Background: an optimization exercise with open tools, aiming at small area, a short achievable clock period and few clock cycles. Do not read the settings as production practice. The RTL was checked by simulation tests, not by an equivalence proof against the original design.

<file path="flow/design.v">
`timescale 1ns / 1ps
module bram_buffer #(
    parameter WIDTH = 64,    
    parameter DEPTH = 256    
)(
    input                        clk,
    input                        we,     
    input  [$clog2(DEPTH)-1:0]   addr,   
    input  [WIDTH-1:0]           din,    
    output reg [WIDTH-1:0]       dout    
);
    reg [WIDTH-1:0] mem [0:DEPTH-1];
    always @(posedge clk) begin
        if (we) begin
            mem[addr] <= din;
        end
        dout <= mem[addr];
    end
endmodule
`timescale 1ns / 1ps
module pe #(
    parameter DW = 16,         
    parameter USE_RELU = 0     
)(
    input               clk,
    input               rst_n,
    input               load_w,     
    input      [DW-1:0] a_in,       
    input      [DW-1:0] sum_in,     
    input      [DW-1:0] w_in,       
    output reg [DW-1:0] a_out,      
    output reg [DW-1:0] sum_out,    
    output reg [DW-1:0] w_out       
);
    reg [DW-1:0] weight_reg;
    wire [DW-1:0] mac_result;
    always @(posedge clk or negedge rst_n) begin
        if (!rst_n) begin
            weight_reg <= 0;
            w_out      <= 0;
            a_out      <= 0;
            sum_out    <= 0;
        end else begin
            if (load_w) begin
                weight_reg <= w_in;
                w_out      <= w_in;        
            end
            a_out <= a_in;
            if (USE_RELU && (mac_result[DW-1] == 1'b1))  
                sum_out <= 0;
            else
                sum_out <= mac_result;
        end
    end
    assign mac_result = sum_in + (a_in * weight_reg);
endmodule
`timescale 1ns / 1ps
module systolic_array #(
    parameter N  = 4,   
    parameter DW = 16   
)(
    input                     clk,
    input                     rst_n,
    input                     load_weights,
    input      [N*DW-1:0]     A_flat,  
    input      [N*DW-1:0]     B_flat,  
    output     [N*DW-1:0]     C_flat   
);
    wire [DW-1:0] A_in [0:N-1];
    wire [DW-1:0] B_in [0:N-1];
    wire [DW-1:0] C_out [0:N-1];
    genvar k;
    generate
        for (k=0; k<N; k=k+1) begin : UNPACK
            assign A_in[k] = A_flat[k*DW +: DW];
            assign B_in[k] = B_flat[k*DW +: DW];
            assign C_flat[k*DW +: DW] = C_out[k];
        end
    endgenerate
    wire [DW-1:0] pe_a   [0:N-1][0:N];    
    wire [DW-1:0] pe_sum [0:N][0:N-1];    
    wire [DW-1:0] pe_w   [0:N][0:N-1];    
    reg [DW-1:0] a_skew_buf [0:N-1][0:N-1];  
    integer i_s, j_s;
    always @(posedge clk or negedge rst_n) begin
        if(!rst_n) begin
            for(i_s=0; i_s<N; i_s=i_s+1)
                for(j_s=0; j_s<N; j_s=j_s+1)
                    a_skew_buf[i_s][j_s] <= 0;
        end else begin
            for(i_s=0; i_s<N; i_s=i_s+1) begin
                a_skew_buf[i_s][0] <= A_in[i_s];
                for(j_s=1; j_s<N; j_s=j_s+1)
                    a_skew_buf[i_s][j_s] <= a_skew_buf[i_s][j_s-1];
            end
        end
    end
    genvar r, c;
    generate
        for (r=0; r<N; r=r+1) begin : ROW
            for (c=0; c<N; c=c+1) begin : COL
                assign pe_a[r][0] = (r==0) ? A_in[0] : a_skew_buf[r][r-1];
                if (r == 0) begin
                    assign pe_sum[0][c] = {DW{1'b0}};
                    assign pe_w[0][c]   = B_in[c];
                end
                pe #(.DW(DW)) pe_core (
                    .clk(clk), .rst_n(rst_n), .load_w(load_weights),
                    .a_in    (pe_a[r][c]),
                    .sum_in  (pe_sum[r][c]),
                    .w_in    (pe_w[r][c]),
                    .a_out   (pe_a[r][c+1]),
                    .sum_out (pe_sum[r+1][c]),
                    .w_out   (pe_w[r+1][c])
                );
            end
        end
    endgenerate
    reg [DW-1:0] c_deskew_buf [0:N-1][0:N-1];
    integer i_d, j_d;
    always @(posedge clk or negedge rst_n) begin
        if(!rst_n) begin
            for(i_d=0; i_d<N; i_d=i_d+1)
                for(j_d=0; j_d<N; j_d=j_d+1)
                    c_deskew_buf[i_d][j_d] <= 0;
        end else begin
            for(i_d=0; i_d<N; i_d=i_d+1) begin
                c_deskew_buf[i_d][0] <= pe_sum[N][i_d];
                for(j_d=1; j_d<N; j_d=j_d+1)
                    c_deskew_buf[i_d][j_d] <= c_deskew_buf[i_d][j_d-1];
            end
        end
    end
    genvar d;
    generate
        for (d=0; d<N; d=d+1) begin : DESKEW
            if (d == N-1) begin
                assign C_out[d] = pe_sum[N][d];
            end else begin
                assign C_out[d] = c_deskew_buf[d][N-2-d];
            end
        end
    endgenerate
endmodule
`timescale 1ns / 1ps
module gemm_controller #(
    parameter N = 4,
    parameter K = 16,
    parameter ADDR_WIDTH = 8
)(
    input                     clk,
    input                     rst_n,
    input                     start,
    output reg                load_weights,
    output reg                done,
    output                    busy,
    output reg [ADDR_WIDTH-1:0] addr_a,
    output reg [ADDR_WIDTH-1:0] addr_b,
    output reg [ADDR_WIDTH-1:0] addr_c,
    output reg                  we_c
);
    localparam IDLE   = 0;
    localparam LOAD_W = 1;
    localparam EXEC   = 2;
    reg [2:0] state;
    reg [15:0] counter;
    assign busy = (state != IDLE);
    always @(posedge clk or negedge rst_n) begin
        if (!rst_n) begin
            state <= IDLE;
            load_weights <= 0;
            done <= 0;
            addr_a <= 0;
            addr_b <= 0;
            addr_c <= 0;
            we_c <= 0;
            counter <= 0;
        end else begin
            we_c <= 0;
            done <= 0;
            case (state)
                IDLE: begin
                    if (start) begin
                        state <= LOAD_W;
                        counter <= 0;
                        addr_b <= N-1;       
                    end
                end
                LOAD_W: begin
                    load_weights <= (counter < N);
                    if (addr_b != 0) addr_b <= addr_b - 1;
                    if (counter == N) begin
                        state <= EXEC;
                        counter <= 0;
                        load_weights <= 0;
                        addr_a <= 0;
                    end else begin
                        counter <= counter + 1;
                    end
                end
                EXEC: begin
                    if (addr_a < K)
                        addr_a <= addr_a + 1;
                    counter <= counter + 1;
                    if (counter >= (2*N - 1) && counter < (2*N - 1 + K)) begin
                        we_c <= 1;
                        addr_c <= (counter - (2*N - 1));
                    end
                    if (counter == (2*N - 1 + K)) begin
                        state <= IDLE;
                        done <= 1;
                    end
                end
                default: state <= IDLE;
            endcase
        end
    end
endmodule
`timescale 1ns / 1ps
module gemm_accelerator_top #(
    parameter N  = 4,    
    parameter DW = 16,   
    parameter DEPTH = 16  
)(
    input         clk,
    input         rst_n,
    input         start_accel,
    output        done_accel,
    input         host_we_a,
    input  [7:0]  host_addr_a,
    input  [N*DW-1:0] host_wdata_a,
    input         host_we_b,
    input  [7:0]  host_addr_b,
    input  [N*DW-1:0] host_wdata_b,
    input  [7:0]  host_addr_c,
    output [N*DW-1:0] host_rdata_c
);
    localparam AW_AC = $clog2(DEPTH);
    localparam AW_B  = $clog2(N);
    wire load_weights;
    wire busy;
    wire [7:0] ctrl_addr_a, ctrl_addr_b, ctrl_addr_c;
    wire       ctrl_we_c;
    wire [N*DW-1:0] ram_a_out, ram_b_out, array_out;
    wire [7:0] mux_addr_a = (busy)      ? ctrl_addr_a : host_addr_a;
    wire [7:0] mux_addr_b = (busy)      ? ctrl_addr_b : host_addr_b;
    wire [7:0] mux_addr_c = (ctrl_we_c) ? ctrl_addr_c : host_addr_c;
    bram_buffer #(.WIDTH(N*DW), .DEPTH(DEPTH)) buff_A (
        .clk(clk), .we(host_we_a), .addr(mux_addr_a[AW_AC-1:0]), 
        .din(host_wdata_a), .dout(ram_a_out)
    );
    bram_buffer #(.WIDTH(N*DW), .DEPTH(N)) buff_B (
        .clk(clk), .we(host_we_b), .addr(mux_addr_b[AW_B-1:0]), 
        .din(host_wdata_b), .dout(ram_b_out)
    );
    bram_buffer #(.WIDTH(N*DW), .DEPTH(DEPTH)) buff_C (
        .clk(clk), .we(ctrl_we_c), .addr(mux_addr_c[AW_AC-1:0]), 
        .din(array_out), .dout(host_rdata_c)
    );
    systolic_array #(.N(N), .DW(DW)) array_core (
        .clk(clk), .rst_n(rst_n),
        .load_weights(load_weights),
        .A_flat(ram_a_out),
        .B_flat(ram_b_out),
        .C_flat(array_out)
    );
    gemm_controller #(.N(N), .K(DEPTH), .ADDR_WIDTH(8)) ctrl_unit (
        .clk(clk), .rst_n(rst_n),
        .start(start_accel),
        .done(done_accel),
        .busy(busy),
        .load_weights(load_weights),
        .addr_a(ctrl_addr_a),
        .addr_b(ctrl_addr_b),
        .addr_c(ctrl_addr_c),
        .we_c(ctrl_we_c)
    );
endmodule
</file>
<file path="flow/run.sh">
#!/bin/bash
# synth_recipe.tcl (not shown) runs the flow's synth.tcl, then flattens the netlist and writes it again
# the make line also repeats each setting of config.mk as NAME=value (left out here)
make -C /OpenROAD-flow-scripts/flow DESIGN_CONFIG=/design/flow/config.mk WORK_HOME=/design/flow/orfs CLKGATE_MAP_FILE= SYNTH_SCRIPT=/design/flow/synth_recipe.tcl finish
</file>
<file path="flow/config.mk">
export PLATFORM = sky130hd
export DESIGN_NAME = gemm_accelerator_top
export DESIGN_NICKNAME = gemm_accelerator_top
export VERILOG_FILES = /design/flow/design.v
export SDC_FILE = /design/flow/constraint.sdc
export NUM_CORES = 4
export LEC_CHECK = 0
export CAP_MARGIN = 20
export CORE_MARGIN = 2
export CORE_UTILIZATION = 40
export SLEW_MARGIN = 20
</file>
<file path="flow/constraint.sdc">
create_clock -name core_clock -period 7.0 [get_ports {clk}]
set_input_delay 1.4000 -clock core_clock [delete_from_list [all_inputs] [get_ports {clk}]]
set_output_delay 1.4000 -clock core_clock [all_outputs]
set_load 0.01 [all_outputs]
</file>
==> results_dict.tcl <==
set metrics [dict create \
    outcome "complete, no violations" \
    post-dp-hpwl_um 278400 \
    ys_seq_area_frac 0.5142 \
    route.detailed.drc 0 \
    fin_tns_setup_ps 0 \
    ys_async_sr_fraction 0.2729 \
    drv_cap 0 \
    final_cell_mix "edfxtp_1, inv_1, nand2_1, fa_1, and2_1" \
    antenna_found_initial 42 \
    num_vias 102586 \
    synth.distinct_cells 70 \
    totalWireLength_um 425700 \
    holdBufCountCts 0 \
    ant_nets 0 \
    clock_latency_ps 1020 \
    syn_nets 16176 \
    dr.pass1.iters 6 \
    hold_violations 0 \
    fillCellCount 41854 \
    max_freq_ghz 0.1712 \
    synthesis.area_mm2 0.1876 \
    pre_cts_ws_ps 1143 \
    grt_max_degree 145 \
    synth-edff-count 2304 \
    yosys_warnings 9 \
    largestRegisters "buff_A.mem: 1024 flops, buff_C.mem: 1024 flops" \
    grt_pass1_vias 110290 \
    drtIter0Drc 6606 \
    setup_violations 0 \
    die_area_mm2 0.4746 \
    drive_above_1_share 0.1130 \
    holdWs_ps 309.0 \
    startpoint_type "flip-flop" \
    fin_crit_ps 5842 \
    cts_tree "yes" \
    multi_input_area_mm2 0.08056 \
    netlist_instances 13741 \
    worstMarginPinSlew_ps 1074 \
    syn_area_per_cell_um2 13.66 \
    areaGrowthSynthToFinish_pct 11.69 \
    grt_first_pass_wirelength_um 668100 \
    htreeDepth 5 \
    post_cts_buffers 0 \
    regArea_mm2 0.09648 \
    arrival_ps 6700 \
    track_usage 0.1826 \
    die_w_um 688.9 \
    ys.flop_type "edfxtp_1" \
    ys_ff_latch 3433 \
    finClkSkew_ps 114.1 \
    gp_congestion 0.8294 \
    cts_buffer_depth 4 \
    std_cell_rows 251 \
    cp_cell_sequence "and2_1 -> fa_1 -> fa_1 -> ha_1 -> inv_1 -> fa_1 -> fa_1 -> fa_1 -> inv_1 -> ha_1 -> and3_1 -> a221o_1 -> o41ai_1 -> o21ai_0 -> a21oi_1 -> xnor2_1" \
    cp_max_fo 17 \
    root_buffer "clkbuf_16" \
    final_common_cell "edfxtp_1" \
    rsz0062_at_grt "no" \
    start_util 0.4015 \
    relSlewSlack 0.2825 \
    cts_buffers 363 \
    avgRoutedWirePerCell_um 20.83 \
    ios 222 \
    path_class "reg2reg" \
    worst_slack_ps 1158 \
    cts.sinks 3433 \
    portBuffers 207 \
    core_mm2 0.4673 \
    max_stage_delay_ps 800 \
    slowest_stage "dfrtp_1" \
    nNetsFinal 16346 \
    slew_violations 0 \
    hold_class "reg2reg" \
    fin_crit_sh 0.8346 \
    via_per_inst 5.020 \
    cts.clk_slew.worst_paths_ps 60 \
    worst_setup_path_end_kind "flip-flop" \
    cpMostUsedCell "fa_1" \
    grt_overflow 0 \
    cts.repair.resized 0 \
    die_y_um 688.9 \
    required_ps 7860 \
]
routing by layer:
layer,up-vias,GRT usage,wire (µm)
met2,2204,0.3116,208500
met3,653,0.02383,20290
met5,-,0,161
met1,53867,0.2492,187200
met4,24,0.04176,9612
li1,45838,-,-
per-stage QoR:
stage	cell area, µm²	std cells	utilization
floorplan	187600	13741	-
global placement	197000	19742	0.4217
detailed placement	197000	19742	0.4217
CTS	209500	20421	0.4483
global route	209600	20427	0.4484
finish	209600	20435	0.4485
critical path, delay by kind of cell, from the launching register on:
kind,cells,cell delay (ps)
AO/OA/AOI/OAI,4,1310
XOR/XNOR,1,150
adder cells (fa/ha/maj),7,2940
buffers and inverters,2,90
flip-flops,1,800
AND/OR/NAND/NOR,2,450
worst paths after layout:
check,cells after the start,endpoint,slack (ps),start
max in group asynchronous,3,array_core.c_deskew_buf[2][4],5060,rst_n
min,0,array_core.a_skew_buf[12][2],310,buff_A.dout[50]
min reg2reg,0,array_core.a_skew_buf[12][2],310,buff_A.dout[50]
min in group asynchronous,1,array_core.ROW[0].COL[2].pe_core.weight_reg[8],450,rst_n
max,16,array_core.ROW[0].COL[1].pe_core.sum_out[13],1160,array_core.ROW[0].COL[1].pe_core.w_out[1]
max reg2reg,16,array_core.ROW[0].COL[1].pe_core.sum_out[13],1160,array_core.ROW[0].COL[1].pe_core.w_out[1]
cells by family (layout without fill, tap and decap cells):
group | after synthesis | after routing | share of synthesized area
AO/OA/AOI/OAI | 621 | 621 | 0.02229
XOR/XNOR | 643 | 643 | 0.03119
adder cells (fa/ha/maj) | 2278 | 2278 | 0.2098
buffers and inverters | 2842 | 3326 | 0.05852
flip-flops | 3433 | 3433 | 0.5142
multiplexers | 858 | 858 | 0.08601
other | 0 | 12 | 0
AND/OR/NAND/NOR | 3066 | 3066 | 0.07798
synth_stat cells (4+ instances only):
library cell     n  area [µm²]
edfxtp_1      2304       69190
inv_1         2302        8641
nand2_1       1652        6201
fa_1          1448       28990
and2_1        1000        6256
dfrtp_1        937       23450
ha_1           830       10380
mux4_2         576       12970
xnor2_1        506        4432
clkbuf_1       413        1550
mux2_2         262        2950
dfxtp_1        192        3844
a211oi_1       143        1074
a31oi_1        141       882.1
nor2_1         127       476.7
xor2_1         121        1060
a21oi_1         97       485.5
buf_2           73       365.4
o21ai_0         70       350.3
nor3_1          63       315.3
nand3_1         55       275.3
a21o_1          40       300.3
or3_1           37       231.5
nand2b_1        32       200.2
o2111ai_1       25       219.0
and3_1          21       131.4
buf_6           21       236.5
o21a_1          21       157.7
nor2b_1         20       125.1
o211ai_1        19       142.6
mux2i_1         18       180.2
o21bai_1        18       135.1
buf_4           17       127.6
nand4_1         17       106.4
buf_1           16       60.06
xnor3_1         16       360.4
nor4_1          10       62.56
a31o_2           6       52.55
nand3b_1         6       45.04
nand4b_1         5       43.79
or2_2            5       31.28
a2111o_1         4       45.04
o311ai_0         4       35.03
o31ai_1          4       30.03
final cells by class:
type                    instances  share of cell area
diodes                         12           0.0001433
clock buffers                 495             0.04904
clock inverters               184             0.01031
inverters                    2302             0.04123
multi-input cells            7466              0.3844
flip-flops and latches       3433              0.4604
well taps                    6198             0.03700
repair buffers                345             0.01749
Testbench counts, summed over its fixed seeds: cycles 7,944.

-- what the ideal ports hide --
In the flow no input, the clock included, has a driving cell. The finished layout below was timed again as built, in two steps.
Step 1 assumes that a clkbuf_16 drives the clock port and a buf_2 every other input.
Step 2 also shifts input and output timing later by t, the mid clock arrival at the registers, as if the neighbouring blocks saw the same clock.
Slacks: ideal / step 1 / step 2; pairs: ideal / step 1.
t, ns: 1.062
setup slack, ns: 1.158 / 1.158 / 1.158
hold WS [ns]: 0.309 / 0.309 / 0.309
latest minus earliest clock arrival (ns): 0.132 / 0.132
After both steps this run still meets setup and hold. For this run, drivers alone change the setup slack by 0.000 ns; drivers and shift together by 0.000 ns.
